What follows belongs to an exercise in optimizing a design on an open flow for small area; a production flow would make more cautious choices.
RTL that was checked went through simulation tests only; none was proved equivalent to the original.
The flow treats the clock pin as an ideal source, which a real chip does not have.
Power and IR drop assume default switching activity.

==> xenon: inputs <==
==> flow/design.v (excerpt) <==
module top (input clk,
			input clr,
			input[7:0] sram_data_in,
			input[7:0] rom_data,
			output sram_we,
			output[18:0] sram_addr,
			output[7:0] sram_data_out,
			output rom_oe,
			output rom_ce,
			output[17:0] rom_addr,
			output EN,
			output LED,
			output sram_oe,
			output sram_ce,
			output sram_NC,
			output rom_pgm,
			output audio_stop,
			output audio_gain,
			output audio_NC,
			output audio_data,
			input[7:0] buttons
			);
export LEC_CHECK = 0
export CAP_MARGIN = 20
export CORE_MARGIN = 2
export CORE_UTILIZATION = 60
export GPL_TIMING_DRIVEN = 0
export PLACE_DENSITY = 0.75
export SLEW_MARGIN = 20
create_clock -name core_clock -period 10.0 [get_ports {clk}]
standard.sh (not shown) runs the stock make flow with config.mk's settings and CLKGATE_MAP_FILE= SYNTH_SCRIPT=/design/flow/synth_recipe.tcl, a recipe that flattens the netlist after the stock synthesis.
==> flow/flow/run.sh <==
#!/bin/bash
# Own layout flow: the standard flow (standard.sh, ORFS) with these changes:
#  - synthesis maps the logic with an area-oriented ABC script (flow/area.abc)
#    and leaves adders to ABC instead of extracting half/full adder cells;
#    registers, their names and cell types are the standard synthesis's
#    (ABC maps only combinational logic); no pass-through output buffers;
#  - port buffers are buf_1 cells, and repair buffers the smaller sizes
#    (flow/small_bufs.tcl);
#  - clock tree synthesis uses clkbuf_8 cells on clusters of at most 18
#    flip-flops within 80 um, and no dummy loads;
#  - after clock tree synthesis, cells off the critical paths are downsized
#    (flow/recover.tcl).
# make's output goes to flow.log here; ORFS keeps each step's log under orfs/logs.
set -euo pipefail
W=$PWD
{
	echo "proc abc {args} { set i [lsearch \$args -script]; lset args [expr {\$i + 1}] $W/flow/area.abc; yosys abc {*}\$args }"
	cat synth_recipe.tcl
} > my_synth.tcl
CTS="-sink_clustering_enable -repair_clock_nets -dont_use_dummy_load -buf_list sky130_fd_sc_hd__clkbuf_8 -sink_clustering_size 18 -sink_clustering_max_diameter 80"
sed -e "s#SYNTH_SCRIPT=[^ ]*#SYNTH_SCRIPT=$W/my_synth.tcl ADDER_MAP_FILE= SYNTH_INSBUF=0 'CTS_ARGS=$CTS' 'BUFFER_PORTS_ARGS=-buffer_cell sky130_fd_sc_hd__buf_1' PRE_FLOORPLAN_TCL=$W/flow/small_bufs.tcl PRE_GLOBAL_PLACE_TCL=$W/flow/small_bufs.tcl PRE_RESIZE_TCL=$W/flow/small_bufs.tcl PRE_CTS_TCL=$W/flow/small_bufs.tcl PRE_GLOBAL_ROUTE_TCL=$W/flow/small_bufs.tcl POST_CTS_TCL=$W/flow/recover.tcl#" standard.sh > my_standard.sh
grep -q "my_synth.tcl ADDER_MAP_FILE=" my_standard.sh
bash my_standard.sh finish > flow.log 2>&1
test -s out/final.def
==> flow/flow/area.abc <==
strash
&get -n
&deepsyn -T 30
&put
dch -f
amap
mfs2
strash
dch -f
amap
topo
==> flow/flow/recover.tcl <==
# Downsize cells off the critical paths, then legalize again.
estimate_parasitics -placement
repair_timing -recover_power 100
detailed_placement
check_placement -verbose
==> flow/flow/small_bufs.tcl <==
# Repair buffers: the smaller sizes only.
set_dont_use {sky130_fd_sc_hd__buf_4 sky130_fd_sc_hd__buf_6 sky130_fd_sc_hd__buf_8 sky130_fd_sc_hd__buf_12 sky130_fd_sc_hd__buf_16 sky130_fd_sc_hd__bufbuf_8 sky130_fd_sc_hd__bufbuf_16}
==> violet: changes against xenon <==
==> flow/flow/small_bufs.tcl (replaced) <==
# Repair buffers: the smaller sizes only.
set_dont_use {sky130_fd_sc_hd__buf_4 sky130_fd_sc_hd__buf_6 sky130_fd_sc_hd__buf_8 sky130_fd_sc_hd__buf_12 sky130_fd_sc_hd__buf_16 sky130_fd_sc_hd__bufbuf_8 sky130_fd_sc_hd__bufbuf_16 sky130_fd_sc_hd__clkbuf_16}
--- a/flow/config.mk
+++ b/flow/config.mk
@@ -10,4 +10,4 @@
 export CORE_UTILIZATION = 60
 export GPL_TIMING_DRIVEN = 0
-export PLACE_DENSITY = 0.75
+export PLACE_DENSITY = 0.65
 export SLEW_MARGIN = 20
==> run summary <==
metric	violet	xenon
Placement Cell Area	0.0197 mm^2	0.0198 mm^2
Fillcell total	2313	2352
Timing-limited maximum frequency	0.107 GHz	0.104 GHz
Cell depth of the worst setup path	34	35
Met2 WL post-DR	27700 um	26900 um
Share of total power in the clock network	0.109	0.107
Comb power frac	0.529	0.530
Result of the run	finished clean	finished clean
Worst EP required	10.37 ns	10.42 ns
Sequential power share	0.362	0.363
Share of cells above drive strength 1	0.0705	0.0717
Minimum setup slack after placement	-1.35 ns	-1.40 ns
DP Cell Count	2212	2214
Reg-to-reg critical path startpoint	_Core.state[0]$_DFF_PN0_	_Core.OPCODE[0]$_DFFE_PP_

---

==> exp/quartz <==
top, a different RTL version from the one above (not shown whole).
// top
module top (input clk,
			input clr,
			input[7:0] sram_data_in,
			input[7:0] rom_data,
			output sram_we,
			output[18:0] sram_addr,
			output[7:0] sram_data_out,
			output rom_oe,
			output rom_ce,
			output[17:0] rom_addr,
			output EN,
			output LED,
			output sram_oe,
			output sram_ce,
			output sram_NC,
			output rom_pgm,
			output audio_stop,
			output audio_gain,
			output audio_NC,
			output audio_data,
			input[7:0] buttons
			);
export LEC_CHECK = 0
export CAP_MARGIN = 20
export CORE_MARGIN = 2
export CORE_UTILIZATION = 60
export GPL_TIMING_DRIVEN = 0
export PLACE_DENSITY = 0.75
export SLEW_MARGIN = 20
create_clock -name core_clock -period 10.0 [get_ports {clk}]
==> flow/flow/run.sh <==
#!/bin/bash
# Own layout flow: the standard flow (standard.sh, ORFS) with these changes:
#  - synthesis maps the logic with an area-oriented ABC script (flow/area.abc)
#    and leaves adders to ABC instead of extracting half/full adder cells;
#    registers, their names and cell types are the standard synthesis's
#    (ABC maps only combinational logic); no pass-through output buffers;
#  - port buffers are buf_1 cells, and repair buffers the smaller sizes
#    (flow/small_bufs.tcl);
#  - clock tree synthesis uses clkbuf_8 cells on clusters of at most 18
#    flip-flops, and no dummy loads;
#  - after clock tree synthesis, cells off the critical paths are downsized
#    (flow/recover.tcl).
# make's output goes to flow.log here; ORFS keeps each step's log under orfs/logs.
set -euo pipefail
W=$PWD
{
	echo "proc abc {args} { set i [lsearch \$args -script]; lset args [expr {\$i + 1}] $W/flow/area.abc; yosys abc {*}\$args }"
	cat synth_recipe.tcl
} > my_synth.tcl
CTS="-sink_clustering_enable -repair_clock_nets -dont_use_dummy_load -buf_list sky130_fd_sc_hd__clkbuf_8 -sink_clustering_size 18 -sink_clustering_max_diameter 80"
sed -e "s#SYNTH_SCRIPT=[^ ]*#SYNTH_SCRIPT=$W/my_synth.tcl ADDER_MAP_FILE= SYNTH_INSBUF=0 'CTS_ARGS=$CTS' 'BUFFER_PORTS_ARGS=-buffer_cell sky130_fd_sc_hd__buf_1' PRE_FLOORPLAN_TCL=$W/flow/small_bufs.tcl PRE_GLOBAL_PLACE_TCL=$W/flow/small_bufs.tcl PRE_RESIZE_TCL=$W/flow/small_bufs.tcl PRE_CTS_TCL=$W/flow/small_bufs.tcl PRE_GLOBAL_ROUTE_TCL=$W/flow/small_bufs.tcl POST_CTS_TCL=$W/flow/recover.tcl#" standard.sh > my_standard.sh
grep -q "my_synth.tcl ADDER_MAP_FILE=" my_standard.sh
bash my_standard.sh finish > flow.log 2>&1
test -s out/final.def
==> flow/flow/small_bufs.tcl <==
# Repair buffers: the smaller sizes only.
set_dont_use {sky130_fd_sc_hd__buf_4 sky130_fd_sc_hd__buf_6 sky130_fd_sc_hd__buf_8 sky130_fd_sc_hd__buf_12 sky130_fd_sc_hd__buf_16 sky130_fd_sc_hd__bufbuf_8 sky130_fd_sc_hd__bufbuf_16}
Scripts as last shown in full above: flow/flow/area.abc, flow/flow/recover.tcl
==> exp/pepper (differences from exp/quartz) <==
--- a/flow/design.v
+++ b/flow/design.v
@@ -1,13 +1,13 @@
-module Core (clk, clr, rom_data, sram_data_in, io_owns_sram,
+module Core (clk, clr, rom_data, sram_data, op_done,
 	rom_addr, rom_off, sram_req, we, sram_addr, write_data);
 	input clk, clr;
 	input [7:0] rom_data;
-	input [7:0] sram_data_in;
-	input io_owns_sram;
+	input [7:0] sram_data;    
+	input op_done;            
 	output reg [17:0] rom_addr;
-	output rom_off;           
+	output reg rom_off;       
 	output sram_req, we;
 	output [18:0] sram_addr;
 	output [7:0] write_data;
 	parameter LOAD = 5'd9;
 	parameter STORE = 5'd10;
@@ -30,10 +30,11 @@
 	reg [3:0] state;
 	reg [4:0] OPCODE;
 	reg [19:0] immd;
 	reg [3:0] index;      
 	reg neg_flag, zero_flag;
+	reg load_sram;
 	reg same;             
 	reg seq;              
 	reg pc_in_immd;       
 	wire fetch = ~state[3] & ~state[0];
 	wire low_addr = immd[19:4] == 16'd0;
@@ -84,11 +85,11 @@
 			assign rrev[i] = rdata[18-i];
 			assign srev[i] = shl_out[18-i];
 		end
 	endgenerate
 	wire [18:0] result = (OPCODE[3] & ~OPCODE[4]) ? (shr ? srev : shl_out) : logic_r;
-	wire [7:0] load_byte = pc_in_immd ? rom_data : (io_owns_sram ? 8'd0 : sram_data_in);
+	wire [7:0] load_byte = load_sram ? sram_data : rom_data;
 	wire reg_we = (state == OPERATION && OPCODE[3:0] != 4'd2) ||
 	              (state == BRANCH && is_js) || state == LOADSTATE2;
 	wire [18:0] reg_wdata = (state == OPERATION) ? result :
 	                        (state == BRANCH) ? {1'b0, pc} : {11'd0, load_byte};
 	Register_File _RegisterFile(.clk(clk), .we(reg_we), .read_index(read_index),
@@ -101,24 +102,25 @@
 			5'd12, 5'd26: taken = zero_flag;                 
 			5'd13, 5'd27: taken = ~zero_flag;                
 			default: taken = 1'b1;                           
 		endcase
 	end
-	assign rom_off = ~((~state[3] & state[0]) | (state == LOADSTATE2 & pc_in_immd));
 	assign sram_req = (state == LOADSTATE & low_addr) | state == STORESTATE;
 	assign we = state == STORESTATE;
 	assign sram_addr = immd[18:0];
 	assign write_data = rdata[7:0];
 	always @(posedge clk or negedge clr) begin
 		if (~clr) begin
 			state <= FETCH1;
 			rom_addr <= 18'd0;
+			rom_off <= 1'b1;
 			seq <= 1'b0;
 			pc_in_immd <= 1'b0;
 		end
 		else begin
 			seq <= 1'b1;
+			rom_off <= ~(fetch | rom_load);
 			if (fetch)
 				rom_addr <= pc_in_immd ? immd[17:0] : pc;
 			else if (rom_load)
 				rom_addr <= immd[17:0];
 			if (fetch)
@@ -153,13 +155,13 @@
 						state <= STORESTATE;
 					else
 						state <= BRANCH;
 				end
 				LOADSTATE: state <= LOADSTATE2;
-				LOADSTATE2: state <= (~pc_in_immd & io_owns_sram) ? LOADSTATE : FETCH1;
+				LOADSTATE2: state <= (load_sram & ~op_done) ? LOADSTATE : FETCH1;
 				STORESTATE: state <= STORESTATE2;
-				STORESTATE2: state <= io_owns_sram ? STORESTATE : FETCH1;
+				STORESTATE2: state <= op_done ? FETCH1 : STORESTATE;
 				default: state <= FETCH1;            
 			endcase
 		end
 	end
 	always @(posedge clk) begin
@@ -177,14 +179,15 @@
 			OPERATION: begin
 				zero_flag <= result == 19'd0;
 				neg_flag <= result[18];
 			end
 			LOADSTATE: begin
+				load_sram <= low_addr;
 				if (~low_addr)
 					immd[17:0] <= pc;               
 			end
-			LOADSTATE2: if (same & ~pc_in_immd) immd[3:0] <= 4'd0;
+			LOADSTATE2: if (same & load_sram) immd[3:0] <= 4'd0;
 			default: ;
 		endcase
 	end
 endmodule
 module Register_File (clk, we, read_index, write_index, write_data, read_data);
@@ -239,21 +242,20 @@
 	output [18:0] addr;
 	output [7:0] write_data;
 	output LED;
 	input audio_req;
 	input [18:0] audio_addr;
-	input audio_done;        
+	input audio_done;
 	output start;
 	output reg [7:0] stop_len;
 	parameter IDLE = 4'd0;
 	parameter BUTTON6 = 4'd7;
 	parameter BUTTON7 = 4'd8;
 	parameter WAITCORE = 4'd9;
 	parameter GETPOSITION = 4'd10;
 	parameter STARTAUDIO = 4'd11;
 	parameter WAITAUDIO = 4'd12;
-	parameter ENDAUDIO = 4'd13;
 	reg [3:0] state;
 	reg [9:0] counter;       
 	reg but8;
 	wire [9:0] counter_inc;
 	wire [10:0] cc;
@@ -302,50 +304,55 @@
 				GETPOSITION: state <= STARTAUDIO;
 				STARTAUDIO: begin
 					state <= WAITAUDIO;
 					stop_len <= mem_data;
 				end
-				ENDAUDIO: state <= IDLE;
 				WAITAUDIO: begin
 					if (audio_done)
-						state <= ENDAUDIO;
+						state <= IDLE;
 				end
 				default: state <= WAITCORE;  
 			endcase
 		end
 	end
 endmodule
 module MemoryController (clk, clr, sram_we, sram_addr, sram_data_in, sram_data_out, EN,
-	core_sram_req, core_we, core_sram_addr, core_write_data,
+	core_sram_req, core_we, core_sram_addr, core_write_data, core_op_done, core_sram_data,
 	IO_req, IO_we, IO_addr, IO_write_data, IO_data, IO_ready);
 	input clk, clr;
 	output reg sram_we;
 	output reg [18:0] sram_addr;
 	input [7:0] sram_data_in;
 	output reg [7:0] sram_data_out;
 	output EN;
 	input core_sram_req, core_we;
 	input [18:0] core_sram_addr;
 	input [7:0] core_write_data;
+	output core_op_done;
+	output [7:0] core_sram_data;
 	input IO_req, IO_we;
 	input [18:0] IO_addr;
 	input [7:0] IO_write_data;
 	output [7:0] IO_data;
 	output IO_ready;
-	reg own_io;           
+	reg own_io, own_core;
 	assign EN = ~sram_we;
 	assign IO_ready = own_io;
+	assign core_op_done = own_core;
 	assign IO_data = (own_io & sram_we) ? sram_data_in : 8'd0;
+	assign core_sram_data = (own_core & sram_we) ? sram_data_in : 8'd0;
 	always @(posedge clk or negedge clr) begin
 		if (~clr) begin
 			own_io <= 1'b0;
+			own_core <= 1'b0;
 			sram_we <= 1'b1;
 			sram_addr <= 19'd0;
 			sram_data_out <= 8'd0;
 		end
 		else begin
 			own_io <= IO_req;
+			own_core <= ~IO_req & core_sram_req;
 			if (IO_req) begin
 				sram_addr <= IO_addr;
 				sram_we <= ~IO_we;
 				if (IO_we)
 					sram_data_out <= IO_write_data;
@@ -365,11 +372,11 @@
 	input data_ready;
 	input start;
 	input [7:0] stop_len;
 	output reg [18:0] addr;
 	output req;
-	output done;
+	output reg done;
 	output reg data;
 	reg [7:0] len;           
 	reg [2:0] bitCounter;
 	reg [6:0] counter;
 	reg [7:0] data_saved;
@@ -441,11 +448,12 @@
 				data_saved <= sample;
 			if (bit_end)
 				data <= sample[bitCounter];
 		end
 	end
-	assign done = ~active;
+	always @(posedge clk)
+		done <= ~start & ~active;
 endmodule
 module top (input clk,
 			input clr,
 			input[7:0] sram_data_in,
 			input[7:0] rom_data,
@@ -474,29 +482,29 @@
 	assign audio_stop = 1'b0;
 	assign audio_gain = 1'b0;
 	assign audio_NC = 1'b0;
 	assign rom_oe = rom_off;
 	assign rom_ce = rom_off;
-	wire core_sram_req, core_we, rom_off;
+	wire core_sram_req, core_we, core_op_done, rom_off;
 	wire [18:0] core_sram_addr;
-	wire [7:0] core_write_data;
+	wire [7:0] core_write_data, core_sram_data;
 	wire IO_req, IO_we, IO_ready;
 	wire [18:0] IO_addr;
 	wire [7:0] IO_write_data, IO_data;
 	wire start, audio_req, audio_done;
 	wire [7:0] stop_len;
 	wire [18:0] audio_addr;
 	Core _Core(.clk(clk), .clr(clr),
-		.rom_data(rom_data), .sram_data_in(sram_data_in), .io_owns_sram(IO_ready),
+		.rom_data(rom_data), .sram_data(core_sram_data), .op_done(core_op_done),
 		.rom_addr(rom_addr), .rom_off(rom_off),
 		.sram_req(core_sram_req), .we(core_we), .sram_addr(core_sram_addr),
 		.write_data(core_write_data));
 	MemoryController _MemoryController(.clk(clk), .clr(clr),
 		.sram_we(sram_we), .sram_addr(sram_addr), .sram_data_in(sram_data_in),
 		.sram_data_out(sram_data_out), .EN(EN),
 		.core_sram_req(core_sram_req), .core_we(core_we), .core_sram_addr(core_sram_addr),
-		.core_write_data(core_write_data),
+		.core_write_data(core_write_data), .core_op_done(core_op_done), .core_sram_data(core_sram_data),
 		.IO_req(IO_req), .IO_we(IO_we), .IO_addr(IO_addr), .IO_write_data(IO_write_data),
 		.IO_data(IO_data), .IO_ready(IO_ready));
 	IOController _IOController(.clk(clk), .clr(clr), .button(buttons),
 		.mem_data(IO_data), .req(IO_req), .we(IO_we), .addr(IO_addr),
 		.write_data(IO_write_data), .LED(LED),
==> flow/flow/run.sh (replaced) <==
#!/bin/bash
# Own layout flow: the standard flow, except that synthesis maps the logic
# with an area-oriented ABC script (flow/area.abc) and leaves adders to ABC
# instead of extracting half/full adder cells. Registers, their names and cell
# types are those of the standard synthesis (ABC maps only combinational logic).
set -euo pipefail
W=$PWD
{
	echo "proc abc {args} { set i [lsearch \$args -script]; lset args [expr {\$i + 1}] $W/flow/area.abc; yosys abc {*}\$args }"
	cat synth_recipe.tcl
} > my_synth.tcl
sed -e "s#SYNTH_SCRIPT=[^ ]*#SYNTH_SCRIPT=$W/my_synth.tcl ADDER_MAP_FILE=#" standard.sh > my_standard.sh
grep -q "my_synth.tcl ADDER_MAP_FILE=" my_standard.sh
bash my_standard.sh finish > flow.log 2>&1
test -s out/final.def
==> flow/flow/area.abc (replaced) <==
strash
dc2
dch -f
amap
mfs2
strash
dch -f
amap
topo
Settings changed: CORE_UTILIZATION 60 to 40, GPL_TIMING_DRIVEN 0 to not set, PLACE_DENSITY 0.75 to 0.6.
removed: flow/flow/recover.tcl
removed: flow/flow/small_bufs.tcl
==> exp/raven (differences from exp/quartz) <==
--- a/flow/flow/run.sh
+++ b/flow/flow/run.sh
@@ -15,10 +15,10 @@
 W=$PWD
 {
 	echo "proc abc {args} { set i [lsearch \$args -script]; lset args [expr {\$i + 1}] $W/flow/area.abc; yosys abc {*}\$args }"
 	cat synth_recipe.tcl
 } > my_synth.tcl
-CTS="-sink_clustering_enable -repair_clock_nets -dont_use_dummy_load -buf_list sky130_fd_sc_hd__clkbuf_8 -sink_clustering_size 18 -sink_clustering_max_diameter 80"
+CTS="-sink_clustering_enable -repair_clock_nets -dont_use_dummy_load -buf_list sky130_fd_sc_hd__clkbuf_8 -sink_clustering_size 18 -sink_clustering_max_diameter 70"
 sed -e "s#SYNTH_SCRIPT=[^ ]*#SYNTH_SCRIPT=$W/my_synth.tcl ADDER_MAP_FILE= SYNTH_INSBUF=0 'CTS_ARGS=$CTS' 'BUFFER_PORTS_ARGS=-buffer_cell sky130_fd_sc_hd__buf_1' PRE_FLOORPLAN_TCL=$W/flow/small_bufs.tcl PRE_GLOBAL_PLACE_TCL=$W/flow/small_bufs.tcl PRE_RESIZE_TCL=$W/flow/small_bufs.tcl PRE_CTS_TCL=$W/flow/small_bufs.tcl PRE_GLOBAL_ROUTE_TCL=$W/flow/small_bufs.tcl POST_CTS_TCL=$W/flow/recover.tcl#" standard.sh > my_standard.sh
 grep -q "my_synth.tcl ADDER_MAP_FILE=" my_standard.sh
 bash my_standard.sh finish > flow.log 2>&1
 test -s out/final.def
==> results.cfg <==
[status]
status = no timing/DRC/antenna violations

[floorplan]
dieWidth_um = 179

[finish]
drive_gt1_frac = 0.0684
clkCellAreaFrac = 0.0190
clock_buffers = 28

[synthesis]
syn_avg_cell_area_um2 = 10.9
ys_types = 50

[drt]
m1WireLength_mm = 21.9

[critical_path]
path_buf_inv = 3
required_ps = 10340
cp.depth = 31

[power_and_ir_drop]
clk-power_mw = 0.738
the above is filed under exp/raven

==> results.cfg <==
[critical_path]
cp_max_fo = 26
required_ps = 10410
path_buf_inv = 8

[global_routing]
grt.busiest_layer = met2
antenna_found_initial = 1

[power_and_ir_drop]
clockPowerShare = 0.206
maxPowerGroup = combinational logic
clk-power_mw = 1.60

[status]
status = no timing/DRC/antenna violations

[finish]
nFillCells = 4185
clock_buffers = 60
areaGrowthSynthToFinish_pct = 19.6
multi_input_area_mm2 = 0.00677

[synthesis]
yosysSeqAreaShare = 0.615
syn_avg_cell_area_um2 = 10.8

[drt]
drt-wirelength-per-cell_um = 24.4
drtIter0Drc = 2111
m1WireLength_mm = 26.2
vias = 15892

[floorplan]
dieWidth_um = 221

[worst_hold_path]
hold_depth = 1
the above is filed under exp/pepper

==> results.cfg <==
[floorplan]
dieWidth_um = 179
rows = 64

[synthesis]
ys_types = 50
synth_xor_area_frac = 0
yosys_warnings = 6
synthAdderAreaFrac = 0
synth_top_family_by_area = compound AO/OA/AOI/OAI gates

[global_routing]
use_met2 = 0.583
met3_usage = 0.0553

[timing]
worst_slack_ps = 581

[finish]
drive_gt1_frac = 0.0689
top_register = _Core._RegisterFile.r
layout.cells.non_filler = 2253
clkCellAreaFrac = 0.0183
clock_buffers = 27
final_cell_mix = edfxtp_1 (281), nor2_1 (197), clkinv_1 (160)

[drt]
m1WireLength_mm = 21.7

[status]
status = no timing/DRC/antenna violations

[clock_network]
insertion_delay_ps = 640

[critical_path]
cp.depth = 31
required_ps = 10350

[power_and_ir_drop]
clk-power_mw = 0.728
the above is filed under exp/quartz

No functional check of the RTL was part of exp/pepper.

## port drivers added, routing unchanged
How much do the figures lean on ideal ports? The routed layouts below were timed once more, with nothing changed but the port constraints.
Step 1 sets driving cells, clkbuf_16 on the clock port and buf_2 on the other inputs (assumed; they add their load-dependent delay and slew).
Step 2 moves the port delays by t, midway between the first and last clock arrival at a register: inputs arrive t later, outputs are due t later. That takes back most of the time a late clock gives input paths.
Slacks: no drivers / after step 1 / after step 2; pairs: no drivers / after step 1.
run | t (ns) | slack for setup (ns) | worst setup path at the end | worst data-port slew with drivers (ns)
xenon | 0.643 | 0.392 / 0.392 / 0.138 | input to register | 0.06
violet | 0.647 | 0.659 / 0.659 / 0.164 | input to register | 0.07
exp/quartz | 0.654 | 0.581 / 0.563 / -0.091 | input to register | 0.07
exp/pepper | 0.628 | 1.036 / 1.036 / 0.466 | input to register | 0.06
exp/raven | 0.647 | 0.628 / 0.617 / -0.031 | input to register | 0.06
With both steps, setup timing fails in exp/quartz and exp/raven, where it was met with ideal ports. The setup slack of exp/quartz, which loses most, moves by -0.018 ns with the drivers and by -0.672 ns with both steps.
